Context: an optimization exercise on an open-source flow, tuned for a short achievable clock period and few clock cycles. The choices shown serve that exercise and are no tape-out recipe. Function was checked by simulation only, so behaviour that the tests miss may differ from the original. No activity file was given, so power comes from the tool's default toggle rates.

==> zinc <==
Design cpu, start of the top module:
module cpu(clk, reset, read_data, datapath_out, N, V, Z, mem_addr, m_cmd, write_data, halt_state_output);
  input clk, reset;
  input [15:0] read_data;
  output [15:0] datapath_out;
  output N, V, Z;
  output [8:0] mem_addr;
  output [1:0] m_cmd;
  output [15:0] write_data;
  output halt_state_output;
  reg [127:0] rf;             
  reg [15:0]  C;
  reg [15:0]  Wr, Wc;
  reg [7:0]   wv;
  reg         wcv;
  reg         fN, fV, fZ;
  reg         fNZ, fLT, fLE, fGE, fGT;   
  reg         halted;
  reg [8:0]   pcF;            
  reg         fv;             
  reg [8:0]   fa, fa1;        
  reg         drop_r;         
  reg [8:0]   fa_d;           
  reg         fpred;          
  reg [3:0]   bv;
  reg [35:0]  bpc, btg;       
  reg [1:0]   bptr;
  reg [15:0]  IR;
  reg         iv;             
  reg [8:0]   ipc0, ipc1, ipc2;   
  reg [8:0]   kc1, kc2;       
  reg         d_bwd;          
  reg [8:0]   itgt;           
  reg [15:0]  Aop, Bop;       
  reg         d_add, d_cmp, d_and, d_mvn, d_mov, d_movi, d_ldr, d_str, d_bx, d_bl, d_halt, d_cc;
  reg         d_we;           
  reg [7:0]   d_wsel;         
  reg [2:0]   d_wnum;         
  reg [2:0]   d_srcA, d_srcB;
  reg [1:0]   d_bsh;
  reg         c_alw, c_z, c_nz, c_lt, c_le, c_ge, c_gt;    
  reg         tk;             
  reg         ra;             
  reg         ra_o, ma_o;     
  reg [8:0]   mar;            
  ...
clock: 6.0 ns
lec_check: 0
abc_clock_period_in_ps: 2000
cap_margin: 20
core_margin: 2
core_utilization: 40
setup_slack_margin: 3.5
slew_margin: 20
tns_end_percent: 100
standard.sh (not shown) runs the stock make flow with config.mk's settings and CLKGATE_MAP_FILE= SYNTH_SCRIPT=/design/flow/synth_recipe.tcl, a recipe that flattens the netlist after the stock synthesis.
==> flow/flow/run.sh <==
#!/bin/bash
set -euo pipefail
export BUFFER_PORTS_ARGS="-buffer_cell sky130_fd_sc_hd__buf_4"
bash standard.sh > standard_flow.log 2>&1
==> inputs of cedar, as changes to zinc <==
--- a/flow/design.v
+++ b/flow/design.v
@@ -16,20 +16,17 @@
   reg         fNZ, fLT, fLE, fGE, fGT;   
   reg         halted;
   reg [8:0]   pcF;            
   reg         fv;             
   reg [8:0]   fa, fa1;        
-  reg         drop_r;         
-  reg [8:0]   fa_d;           
   reg         fpred;          
   reg [3:0]   bv;
   reg [35:0]  bpc, btg;       
   reg [1:0]   bptr;
   reg [15:0]  IR;
   reg         iv;             
   reg [8:0]   ipc0, ipc1, ipc2;   
-  reg [8:0]   kc1, kc2;       
   reg         d_bwd;          
   reg [8:0]   itgt;           
   reg [15:0]  Aop, Bop;       
   reg         d_add, d_cmp, d_and, d_mvn, d_mov, d_movi, d_ldr, d_str, d_bx, d_bl, d_halt, d_cc;
   reg         d_we;           
@@ -38,11 +35,10 @@
   reg [2:0]   d_srcA, d_srcB;
   reg [1:0]   d_bsh;
   reg         c_alw, c_z, c_nz, c_lt, c_le, c_ge, c_gt;    
   reg         tk;             
   reg         ra;             
-  reg         ra_o, ma_o;     
   reg [8:0]   mar;            
   reg         dop, dst;       
   reg [8:0]   daddr;
   reg         mcw, mcr;       
   reg         ld1, ld2;       
@@ -95,42 +91,35 @@
   wire gGE  = cmpE ? ~nLT : fGE;
   wire gGT  = cmpE ? ~(nLT | eqz) : fGT;
   wire taken = exec & tk;
   wire redir = taken & ~dop;
   wire slow  = d_bx | d_cc;      
-  assign mem_addr = ({9{ra_o}} & itgt) | ({9{ma_o}} & mar);    
+  assign mem_addr = mar;
   assign m_cmd    = {mcw, mcr};
   assign write_data = Wc;    
   assign datapath_out = C;
   assign N = fN;
   assign V = fV;
   assign Z = fZ;
   assign halt_state_output = halted;
   wire flush      = (exec & (tk | slow)) | kill;   
   wire drop_dep   = fv & ~flush & dep;
   wire cap        = fv & ~flush & ~dep;
-  wire capw       = fv & ~flush;           
   wire fetch_seq  = ~dop & ~halted & ~redir & ~(iv & slow) & ~kill;
-  wire fv_n       = (redir | fetch_seq) & ~drop_dep & ~drop_r;
-  wire [8:0] fa_n = ra ? itgt : mar;
-  reg        hitT, hitM;
-  reg [8:0]  htgT, htgM;
+  wire fv_n       = (redir | fetch_seq) & ~drop_dep;
+  wire [8:0] fa_n = mar;
+  wire [8:0] fa1_n = fa_n + 9'd1;
+  reg        hit;
+  reg [8:0]  htg;
   integer q;
   always @(*) begin
-    hitT = 1'b0; htgT = 9'd0; hitM = 1'b0; htgM = 9'd0;
-    for (q = 0; q < 4; q = q + 1) begin
-      if (bv[q] & (bpc[9*q +: 9] == itgt)) begin
-        hitT = 1'b1; htgT = htgT | btg[9*q +: 9];
-      end
-      if (bv[q] & (bpc[9*q +: 9] == mar)) begin
-        hitM = 1'b1; htgM = htgM | btg[9*q +: 9];
+    hit = 1'b0; htg = 9'd0;
+    for (q = 0; q < 4; q = q + 1)
+      if (bv[q] & (bpc[9*q +: 9] == fa_n)) begin
+        hit = 1'b1; htg = htg | btg[9*q +: 9];
       end
-    end
   end
-  wire       hit   = ra ? hitT : hitM;
-  wire [8:0] htg   = ra ? htgT : htgM;
-  wire [8:0] fa1_n = ra ? itgt + 9'd1 : mar + 9'd1;
   wire [8:0] nxt_n = hit ? htg : fa1_n;
   wire [15:0] rd = read_data;
   wire [4:0] op5 = rd[15:11];
   wire p_add  = op5 == 5'b10100;
   wire p_cmp  = op5 == 5'b10101;
@@ -204,19 +193,21 @@
   wire tk1 = cap & ((p_b & ttab1[cnd]) | p_bl);
   wire tk0 = cap & ((p_b & ttab0[cnd]) | p_bl);
   wire tk_n = c15 ? tk1 : tk0;
   wire dop_n = exec & mem;
   wire ra_n  = tk_n & ~dop_n;
+  wire ra1   = tk1 & ~dop_n;
+  wire ra0   = tk0 & ~dop_n;
   wire [8:0] itgt_n = cap ? (pr ? fa1 : fa1 + {rd[7], rd[7:0]}) : itgt;
   wire selK = kill;
-  wire selD = drop_r & ~kill;                
+  wire selD = drop_dep & ~kill;              
   wire selX = exec & d_bx;
   wire selC = exec & d_cc;
   wire selT = taken & dop;                   
-  wire selN = (redir | fetch_seq) & ~drop_r;      
+  wire selN = (redir | fetch_seq) & ~drop_dep;    
   wire selH = ~(selK | selD | selX | selC | selT | selN);
-  wire [8:0] pcF_n = ({9{selK}} & kpc) | ({9{selD}} & fa_d) | ({9{selX}} & Bop[8:0])
+  wire [8:0] pcF_n = ({9{selK}} & kpc) | ({9{selD}} & fa) | ({9{selX}} & Bop[8:0])
                    | ({9{selC}} & (wcv ? Wc[8:0] : C[8:0])) | ({9{selT}} & itgt) | ({9{selN}} & nxt_n)
                    | ({9{selH}} & pcF);
   wire        sA  = eN;
   wire        sB0 = (bRd ? eD : (eM & (bsh == 2'b00)));
   wire        sBL = ~bRd & eM & (bsh == 2'b01);
@@ -229,11 +220,13 @@
   wire [15:0] Bnext = ({16{sB0 & ad}} & sumR) | ({16{sBL & ad}} & {sumR[14:0], 1'b0})
                     | ({16{sBR & ad}} & {sBA & sumR[15], sumR[15:1]})
                     | ({16{sB0 & ~ad}} & ro) | ({16{sBL & ~ad}} & {ro[14:0], 1'b0})
                     | ({16{sBR & ~ad}} & {sBA & ro[15], ro[15:1]}) | Both;
   wire [8:0] mar_o = dop_n ? sumI[8:0] : pcF_n;
-  wire [8:0] mar_n = mar_o;
+  wire [8:0] mar1  = ra1 ? itgt_n : mar_o;
+  wire [8:0] mar0  = ra0 ? itgt_n : mar_o;
+  wire [8:0] mar_n = c15 ? mar1 : mar0;
   integer r;
   always @(posedge clk) begin
     for (r = 0; r < 8; r = r + 1) begin
       if (wv[r])
         rf[16*r +: 16] <= Wr;
@@ -245,16 +238,14 @@
     if (wcv) C <= Wc;
     if (cmpE) begin
       fZ <= eqz; fV <= nV; fN <= nN;
     end
     fNZ <= gNZ; fLT <= gLT; fLE <= gLE; fGE <= gGE; fGT <= gGT;
-    if (capw) begin
+    if (cap) begin
       IR <= rd;
       ipc1 <= fa1;
       ipc2 <= fa1 + 9'd1;
-      kc1 <= fa1 - {{4{rd[4]}}, rd[4:0]};
-      kc2 <= fa1 + 9'd1 - {{4{rd[4]}}, rd[4:0]};
       ipc0 <= fa;
       d_bwd <= p_bc & rd[7] & ~fpred;
       d_add <= p_add; d_cmp <= p_cmp; d_and <= p_and; d_mvn <= p_mvn;
       d_mov <= p_mov; d_movi <= p_movi; d_ldr <= p_ldr; d_str <= p_str;
       d_bx <= p_bx; d_bl <= p_bl; d_halt <= p_halt;
@@ -275,11 +266,10 @@
     dst <= d_str;
     ld1rd <= IR[7:5];
     ld2rd <= ld1rd;
     kpc <= ipc1;
     fa <= fa_n;
-    fa_d <= fa;
     fa1 <= fa1_n;
     fpred <= hit;
     for (q = 0; q < 4; q = q + 1)
       if (dop & dst & (daddr == bpc[9*q +: 9])) bv[q] <= 1'b0;
     if (taken & d_bwd) begin
@@ -293,15 +283,12 @@
     ld2c <= ld1 & wrE & (d_wnum == ld1rd);
     if (reset) begin
       pcF <= 9'd0;
       mar <= 9'd0;
       fv <= 1'b0;
-      drop_r <= 1'b0;
       iv <= 1'b0;
       ra <= 1'b0;
-      ra_o <= 1'b0;
-      ma_o <= 1'b1;
       dop <= 1'b0;
       mcw <= 1'b0;
       mcr <= 1'b1;
       ld1 <= 1'b0;
       ld2 <= 1'b0;
@@ -311,21 +298,18 @@
       wcv <= 1'b0;
       bv <= 4'd0;
       bptr <= 2'd0;
     end else begin
       fv <= fv_n;
-      drop_r <= drop_dep;
       iv <= iv_n;
       ra <= ra_n;
-      ra_o <= ra_n & ~halted & ~(exec & d_halt);
-      ma_o <= ~(ra_n & ~halted & ~(exec & d_halt));
       dop <= dop_n;
       mcw <= exec & d_str;
       mcr <= dop_n ? ~d_str : ~(halted | (exec & d_halt));
       ld1 <= exec & d_ldr;
       ld2 <= ld1;
-      kill <= exec & d_str & ((A[8:0] == kc1) | (A[8:0] == kc2) | fpred);
+      kill <= exec & d_str & ((sumI[8:0] == ipc1) | (sumI[8:0] == ipc2));
       if (exec & d_halt) halted <= 1'b1;
       wv <= wrE ? d_wsel : 8'd0;
       wcv <= exec & cwr;
     end
   end
==> inputs of tundra, as changes to zinc <==
--- a/flow/design.v
+++ b/flow/design.v
@@ -16,33 +16,30 @@
   reg         fNZ, fLT, fLE, fGE, fGT;   
   reg         halted;
   reg [8:0]   pcF;            
   reg         fv;             
   reg [8:0]   fa, fa1;        
-  reg         drop_r;         
-  reg [8:0]   fa_d;           
   reg         fpred;          
   reg [3:0]   bv;
   reg [35:0]  bpc, btg;       
   reg [1:0]   bptr;
   reg [15:0]  IR;
   reg         iv;             
   reg [8:0]   ipc0, ipc1, ipc2;   
-  reg [8:0]   kc1, kc2;       
   reg         d_bwd;          
   reg [8:0]   itgt;           
+  reg [1:0]   scnt;           
   reg [15:0]  Aop, Bop;       
   reg         d_add, d_cmp, d_and, d_mvn, d_mov, d_movi, d_ldr, d_str, d_bx, d_bl, d_halt, d_cc;
   reg         d_we;           
   reg [7:0]   d_wsel;         
   reg [2:0]   d_wnum;         
   reg [2:0]   d_srcA, d_srcB;
   reg [1:0]   d_bsh;
   reg         c_alw, c_z, c_nz, c_lt, c_le, c_ge, c_gt;    
   reg         tk;             
   reg         ra;             
-  reg         ra_o, ma_o;     
   reg [8:0]   mar;            
   reg         dop, dst;       
   reg [8:0]   daddr;
   reg         mcw, mcr;       
   reg         ld1, ld2;       
@@ -58,11 +55,11 @@
       2'b01: shf = {x[14:0], 1'b0};
       2'b10: shf = {1'b0, x[15:1]};
       default: shf = {x[15], x[15:1]};
     endcase
   endfunction
-  wire exec = iv & ~kill & ~halted;
+  wire exec = iv & (scnt == 2'd0) & ~kill & ~halted;
   wire [15:0] A = Aop, B = Bop;
   wire [15:0] sx5  = {{11{IR[4]}}, IR[4:0]};
   wire [15:0] sx8  = {{8{IR[7]}}, IR[7:0]};
   wire        mem  = d_ldr | d_str;
   wire [15:0] sumR = A + B;
@@ -95,42 +92,35 @@
   wire gGE  = cmpE ? ~nLT : fGE;
   wire gGT  = cmpE ? ~(nLT | eqz) : fGT;
   wire taken = exec & tk;
   wire redir = taken & ~dop;
   wire slow  = d_bx | d_cc;      
-  assign mem_addr = ({9{ra_o}} & itgt) | ({9{ma_o}} & mar);    
+  assign mem_addr = mar;
   assign m_cmd    = {mcw, mcr};
   assign write_data = Wc;    
   assign datapath_out = C;
   assign N = fN;
   assign V = fV;
   assign Z = fZ;
   assign halt_state_output = halted;
   wire flush      = (exec & (tk | slow)) | kill;   
-  wire drop_dep   = fv & ~flush & dep;
-  wire cap        = fv & ~flush & ~dep;
-  wire capw       = fv & ~flush;           
-  wire fetch_seq  = ~dop & ~halted & ~redir & ~(iv & slow) & ~kill;
-  wire fv_n       = (redir | fetch_seq) & ~drop_dep & ~drop_r;
-  wire [8:0] fa_n = ra ? itgt : mar;
-  reg        hitT, hitM;
-  reg [8:0]  htgT, htgM;
+  wire ir_free    = ~iv | exec | kill;
+  wire cap        = fv & ~flush & ir_free;
+  wire drop_stall = fv & ~flush & ~ir_free;
+  wire fetch_seq  = ~dop & ~halted & ~redir & ~(iv & slow) & ~drop_stall & ~kill;
+  wire [8:0] fa_n = mar;
+  wire [8:0] fa1_n = fa_n + 9'd1;
+  reg        hit;
+  reg [8:0]  htg;
   integer q;
   always @(*) begin
-    hitT = 1'b0; htgT = 9'd0; hitM = 1'b0; htgM = 9'd0;
-    for (q = 0; q < 4; q = q + 1) begin
-      if (bv[q] & (bpc[9*q +: 9] == itgt)) begin
-        hitT = 1'b1; htgT = htgT | btg[9*q +: 9];
-      end
-      if (bv[q] & (bpc[9*q +: 9] == mar)) begin
-        hitM = 1'b1; htgM = htgM | btg[9*q +: 9];
+    hit = 1'b0; htg = 9'd0;
+    for (q = 0; q < 4; q = q + 1)
+      if (bv[q] & (bpc[9*q +: 9] == fa_n)) begin
+        hit = 1'b1; htg = htg | btg[9*q +: 9];
       end
-    end
   end
-  wire       hit   = ra ? hitT : hitM;
-  wire [8:0] htg   = ra ? htgT : htgM;
-  wire [8:0] fa1_n = ra ? itgt + 9'd1 : mar + 9'd1;
   wire [8:0] nxt_n = hit ? htg : fa1_n;
   wire [15:0] rd = read_data;
   wire [4:0] op5 = rd[15:11];
   wire p_add  = op5 == 5'b10100;
   wire p_cmp  = op5 == 5'b10101;
@@ -154,11 +144,11 @@
   wire [1:0] bsh = (p_add | p_cmp | p_and | p_mvn | p_mov) ? rd[4:3] : 2'b00;
   wire [2:0] wnum = (p_movi | p_bl) ? rRn : rRd;
   wire [2:0] cnd = rd[10:8];
   wire p_bc = p_b & (cnd == 3'b001 | cnd == 3'b010 | cnd == 3'b011 | cnd == 3'b100);
   wire pr = fpred & p_bc;    
-  wire dep = dep0 | dep1;
+  wire [1:0] scnt_c = dep0 ? 2'd2 : (dep1 ? 2'd1 : 2'd0);
   wire n_alw = (p_b & (cnd == 3'b000 | cnd == 3'b101)) | p_bl;
   wire n_z   = p_b & (pr ? (cnd == 3'b010) : (cnd == 3'b001));
   wire n_nz  = p_b & (pr ? (cnd == 3'b001) : (cnd == 3'b010));
   wire n_lt  = p_b & ~pr & (cnd == 3'b011);
   wire n_le  = p_b & ~pr & (cnd == 3'b100);
@@ -167,29 +157,34 @@
   reg [127:0] rfe;
   integer e;
   always @(*)
     for (e = 0; e < 8; e = e + 1)
       rfe[16*e +: 16] = wv[e] ? Wr : rf[16*e +: 16];
-  reg [15:0] rfN, rfD, rfM;
+  reg [15:0] rfN, rfD, rfM, rfA_h, rfB_h;
   integer k;
   always @(*) begin
-    rfN = 16'd0; rfD = 16'd0; rfM = 16'd0;
+    rfN = 16'd0; rfD = 16'd0; rfM = 16'd0; rfA_h = 16'd0; rfB_h = 16'd0;
     for (k = 0; k < 8; k = k + 1) begin
       if (rRn == k)   rfN = rfe[16*k +: 16];
       if (rRd == k)   rfD = rfe[16*k +: 16];
       if (rRm == k)   rfM = rfe[16*k +: 16];
+      if (d_srcA == k) rfA_h = rfe[16*k +: 16];
+      if (d_srcB == k) rfB_h = rfe[16*k +: 16];
     end
   end
   wire        ldw = ld2 & ~ld2c;    
   wire [15:0] oN = (ldw & (ld2rd == rRn)) ? rd : rfN;
   wire [15:0] oD = (ldw & (ld2rd == rRd)) ? rd : rfD;
   wire [15:0] oM = (ldw & (ld2rd == rRm)) ? rd : rfM;
   wire        eN = wrE & (d_wnum == rRn);
   wire        eD = wrE & (d_wnum == rRd);
   wire        eM = wrE & (d_wnum == rRm);
   wire        bRd = p_str | p_bx;
-  wire       iv_n   = cap;
+  wire [15:0] Ahold = (ldw & (ld2rd == d_srcA)) ? rd : rfA_h;
+  wire [15:0] Bhold = shf((ldw & (ld2rd == d_srcB)) ? rd : rfB_h, d_bsh);
+  wire       iv_n   = cap | (iv & ~ir_free);
+  wire [1:0] scnt_n = cap ? scnt_c : ((scnt != 2'd0) ? scnt - 2'd1 : 2'd0);
   wire       a_alw = cap ? n_alw : c_alw;
   wire       a_z   = cap ? n_z   : c_z;
   wire       a_nz  = cap ? n_nz  : c_nz;
   wire       a_lt  = cap ? n_lt  : c_lt;
   wire       a_le  = cap ? n_le  : c_le;
@@ -204,36 +199,40 @@
   wire tk1 = cap & ((p_b & ttab1[cnd]) | p_bl);
   wire tk0 = cap & ((p_b & ttab0[cnd]) | p_bl);
   wire tk_n = c15 ? tk1 : tk0;
   wire dop_n = exec & mem;
   wire ra_n  = tk_n & ~dop_n;
+  wire ra1   = tk1 & ~dop_n;
+  wire ra0   = tk0 & ~dop_n;
   wire [8:0] itgt_n = cap ? (pr ? fa1 : fa1 + {rd[7], rd[7:0]}) : itgt;
   wire selK = kill;
-  wire selD = drop_r & ~kill;                
+  wire selD = fv & iv & ~exec & ~kill;       
   wire selX = exec & d_bx;
   wire selC = exec & d_cc;
   wire selT = taken & dop;                   
-  wire selN = (redir | fetch_seq) & ~drop_r;      
+  wire selN = redir | fetch_seq;             
   wire selH = ~(selK | selD | selX | selC | selT | selN);
-  wire [8:0] pcF_n = ({9{selK}} & kpc) | ({9{selD}} & fa_d) | ({9{selX}} & Bop[8:0])
+  wire [8:0] pcF_n = ({9{selK}} & kpc) | ({9{selD}} & fa) | ({9{selX}} & Bop[8:0])
                    | ({9{selC}} & (wcv ? Wc[8:0] : C[8:0])) | ({9{selT}} & itgt) | ({9{selN}} & nxt_n)
                    | ({9{selH}} & pcF);
-  wire        sA  = eN;
-  wire        sB0 = (bRd ? eD : (eM & (bsh == 2'b00)));
-  wire        sBL = ~bRd & eM & (bsh == 2'b01);
-  wire        sBR = ~bRd & eM & bsh[1];
-  wire        sBA = ~bRd & eM & (bsh == 2'b11);
-  wire [15:0] Aoth = eN ? 16'd0 : oN;
-  wire [15:0] Both = bRd ? (eD ? 16'd0 : oD) : (eM ? 16'd0 : shf(oM, bsh));
+  wire        sA  = cap & eN;
+  wire        sB0 = cap & (bRd ? eD : (eM & (bsh == 2'b00)));
+  wire        sBL = cap & ~bRd & eM & (bsh == 2'b01);
+  wire        sBR = cap & ~bRd & eM & bsh[1];
+  wire        sBA = cap & ~bRd & eM & (bsh == 2'b11);
+  wire [15:0] Aoth = cap ? (eN ? 16'd0 : oN) : Ahold;
+  wire [15:0] Both = cap ? (bRd ? (eD ? 16'd0 : oD) : (eM ? 16'd0 : shf(oM, bsh))) : Bhold;
   wire        ad  = d_add;
   wire [15:0] Anext = ({16{sA & ad}} & sumR) | ({16{sA & ~ad}} & ro) | Aoth;
   wire [15:0] Bnext = ({16{sB0 & ad}} & sumR) | ({16{sBL & ad}} & {sumR[14:0], 1'b0})
                     | ({16{sBR & ad}} & {sBA & sumR[15], sumR[15:1]})
                     | ({16{sB0 & ~ad}} & ro) | ({16{sBL & ~ad}} & {ro[14:0], 1'b0})
                     | ({16{sBR & ~ad}} & {sBA & ro[15], ro[15:1]}) | Both;
   wire [8:0] mar_o = dop_n ? sumI[8:0] : pcF_n;
-  wire [8:0] mar_n = mar_o;
+  wire [8:0] mar1  = ra1 ? itgt_n : mar_o;
+  wire [8:0] mar0  = ra0 ? itgt_n : mar_o;
+  wire [8:0] mar_n = c15 ? mar1 : mar0;
   integer r;
   always @(posedge clk) begin
     for (r = 0; r < 8; r = r + 1) begin
       if (wv[r])
         rf[16*r +: 16] <= Wr;
@@ -245,16 +244,14 @@
     if (wcv) C <= Wc;
     if (cmpE) begin
       fZ <= eqz; fV <= nV; fN <= nN;
     end
     fNZ <= gNZ; fLT <= gLT; fLE <= gLE; fGE <= gGE; fGT <= gGT;
-    if (capw) begin
+    if (cap) begin
       IR <= rd;
       ipc1 <= fa1;
       ipc2 <= fa1 + 9'd1;
-      kc1 <= fa1 - {{4{rd[4]}}, rd[4:0]};
-      kc2 <= fa1 + 9'd1 - {{4{rd[4]}}, rd[4:0]};
       ipc0 <= fa;
       d_bwd <= p_bc & rd[7] & ~fpred;
       d_add <= p_add; d_cmp <= p_cmp; d_and <= p_and; d_mvn <= p_mvn;
       d_mov <= p_mov; d_movi <= p_movi; d_ldr <= p_ldr; d_str <= p_str;
       d_bx <= p_bx; d_bl <= p_bl; d_halt <= p_halt;
@@ -269,21 +266,21 @@
     Aop <= Anext;
     Bop <= Bnext;
     c_alw <= a_alw; c_z <= a_z; c_nz <= a_nz; c_lt <= a_lt; c_le <= a_le; c_ge <= a_ge; c_gt <= a_gt;
     tk <= tk_n;
     itgt <= itgt_n;
+    scnt <= scnt_n;
     daddr <= sumI[8:0];
     dst <= d_str;
     ld1rd <= IR[7:5];
     ld2rd <= ld1rd;
     kpc <= ipc1;
     fa <= fa_n;
-    fa_d <= fa;
     fa1 <= fa1_n;
     fpred <= hit;
     for (q = 0; q < 4; q = q + 1)
-      if (dop & dst & (daddr == bpc[9*q +: 9])) bv[q] <= 1'b0;
+      if (exec & d_str & (sumI[8:0] == bpc[9*q +: 9])) bv[q] <= 1'b0;
     if (taken & d_bwd) begin
       bv[bptr] <= 1'b1;
       bpc[9*bptr +: 9] <= ipc0;
       btg[9*bptr +: 9] <= itgt;
       bptr <= bptr + 2'd1;
@@ -293,15 +290,13 @@
     ld2c <= ld1 & wrE & (d_wnum == ld1rd);
     if (reset) begin
       pcF <= 9'd0;
       mar <= 9'd0;
       fv <= 1'b0;
-      drop_r <= 1'b0;
       iv <= 1'b0;
+      scnt <= 2'd0;
       ra <= 1'b0;
-      ra_o <= 1'b0;
-      ma_o <= 1'b1;
       dop <= 1'b0;
       mcw <= 1'b0;
       mcr <= 1'b1;
       ld1 <= 1'b0;
       ld2 <= 1'b0;
@@ -310,22 +305,19 @@
       wv <= 8'd0;
       wcv <= 1'b0;
       bv <= 4'd0;
       bptr <= 2'd0;
     end else begin
-      fv <= fv_n;
-      drop_r <= drop_dep;
+      fv <= redir | fetch_seq;
       iv <= iv_n;
       ra <= ra_n;
-      ra_o <= ra_n & ~halted & ~(exec & d_halt);
-      ma_o <= ~(ra_n & ~halted & ~(exec & d_halt));
       dop <= dop_n;
       mcw <= exec & d_str;
       mcr <= dop_n ? ~d_str : ~(halted | (exec & d_halt));
       ld1 <= exec & d_ldr;
       ld2 <= ld1;
-      kill <= exec & d_str & ((A[8:0] == kc1) | (A[8:0] == kc2) | fpred);
+      kill <= exec & d_str & ((sumI[8:0] == ipc1) | (sumI[8:0] == ipc2));
       if (exec & d_halt) halted <= 1'b1;
       wv <= wrE ? d_wsel : 8'd0;
       wcv <= exec & cwr;
     end
   end
==> results.txt <==
metric                                                        tundra       cedar        zinc
Outcome                                     timing/DRC/antenna clean  timing/DRC/antenna clean  timing/DRC/antenna clean
Total Nets Final                                                3703        3309        3492
Sequential share of cell area                                  28.7%       32.3%       32.5%
Data required time of the worst path                         6.60 ns     6.56 ns     6.53 ns
Placed Area                                                32700 um2   28700 um2   30800 um2
Insertion delay to the later sink of the worst-skew pair     0.67 ns     0.66 ns     0.68 ns
Syn-to-layout area delta                                       33.9%       34.2%       29.9%
Standard-cell rows                                               102          95          99
Die Y-Extent                                                  283 um      266 um      276 um
Clock slew at reported path FFs                              0.08 ns     0.06 ns     0.06 ns
Number of storage elements in the synthesis netlist              443         443         465
Post-CTS Setup Repair Bufs                                       194         224         179
Final worst path period share                                  49.4%       50.2%       49.0%
Footprint of the multi-input gates                         20600 um2   16800 um2   17800 um2
Worst slew pin tran                                          1.12 ns     1.13 ns     1.20 ns
Clock group share of total power                               18.3%       29.6%       30.8%
Placed cell count                                               4294        3722        3991
Testbench counts of zinc, summed over its fixed seeds: cycles 45,058.
Testbench counts of cedar, summed over its fixed seeds: cycles 44,865.
Testbench counts of tundra, summed over its fixed seeds: cycles 44,536.

port drivers added, routing unchanged:
In the flow no input, the clock included, has a driving cell. The finished layouts below were timed again as built, in two steps.
Step 1 (the two cells are an assumption about what drives the block):
set clk [get_ports {clk}]
set_driving_cell -lib_cell sky130_fd_sc_hd__clkbuf_16 $clk
set_driving_cell -lib_cell sky130_fd_sc_hd__buf_2 [delete_from_list [all_inputs] $clk]
Step 2 also shifts input and output timing later by t, the mid clock arrival at the registers, as if the neighbouring blocks saw the same clock.
Slacks: ideal ports / drivers / drivers and shift; pairs: ideal ports / drivers.
run | shift t [ns] | slack for setup (ns) | worst setup path at the end
zinc | 0.724 | 3.061 / 2.972 / 2.248 | input to register
cedar | 0.675 | 2.988 / 2.847 / 2.172 | input to register
tundra | 0.702 | 3.035 / 2.986 / 2.285 | input to register
After both steps every run listed still meets setup and hold. The setup slack of cedar, which loses most, moves by -0.141 ns with the drivers and by -0.816 ns with both steps.
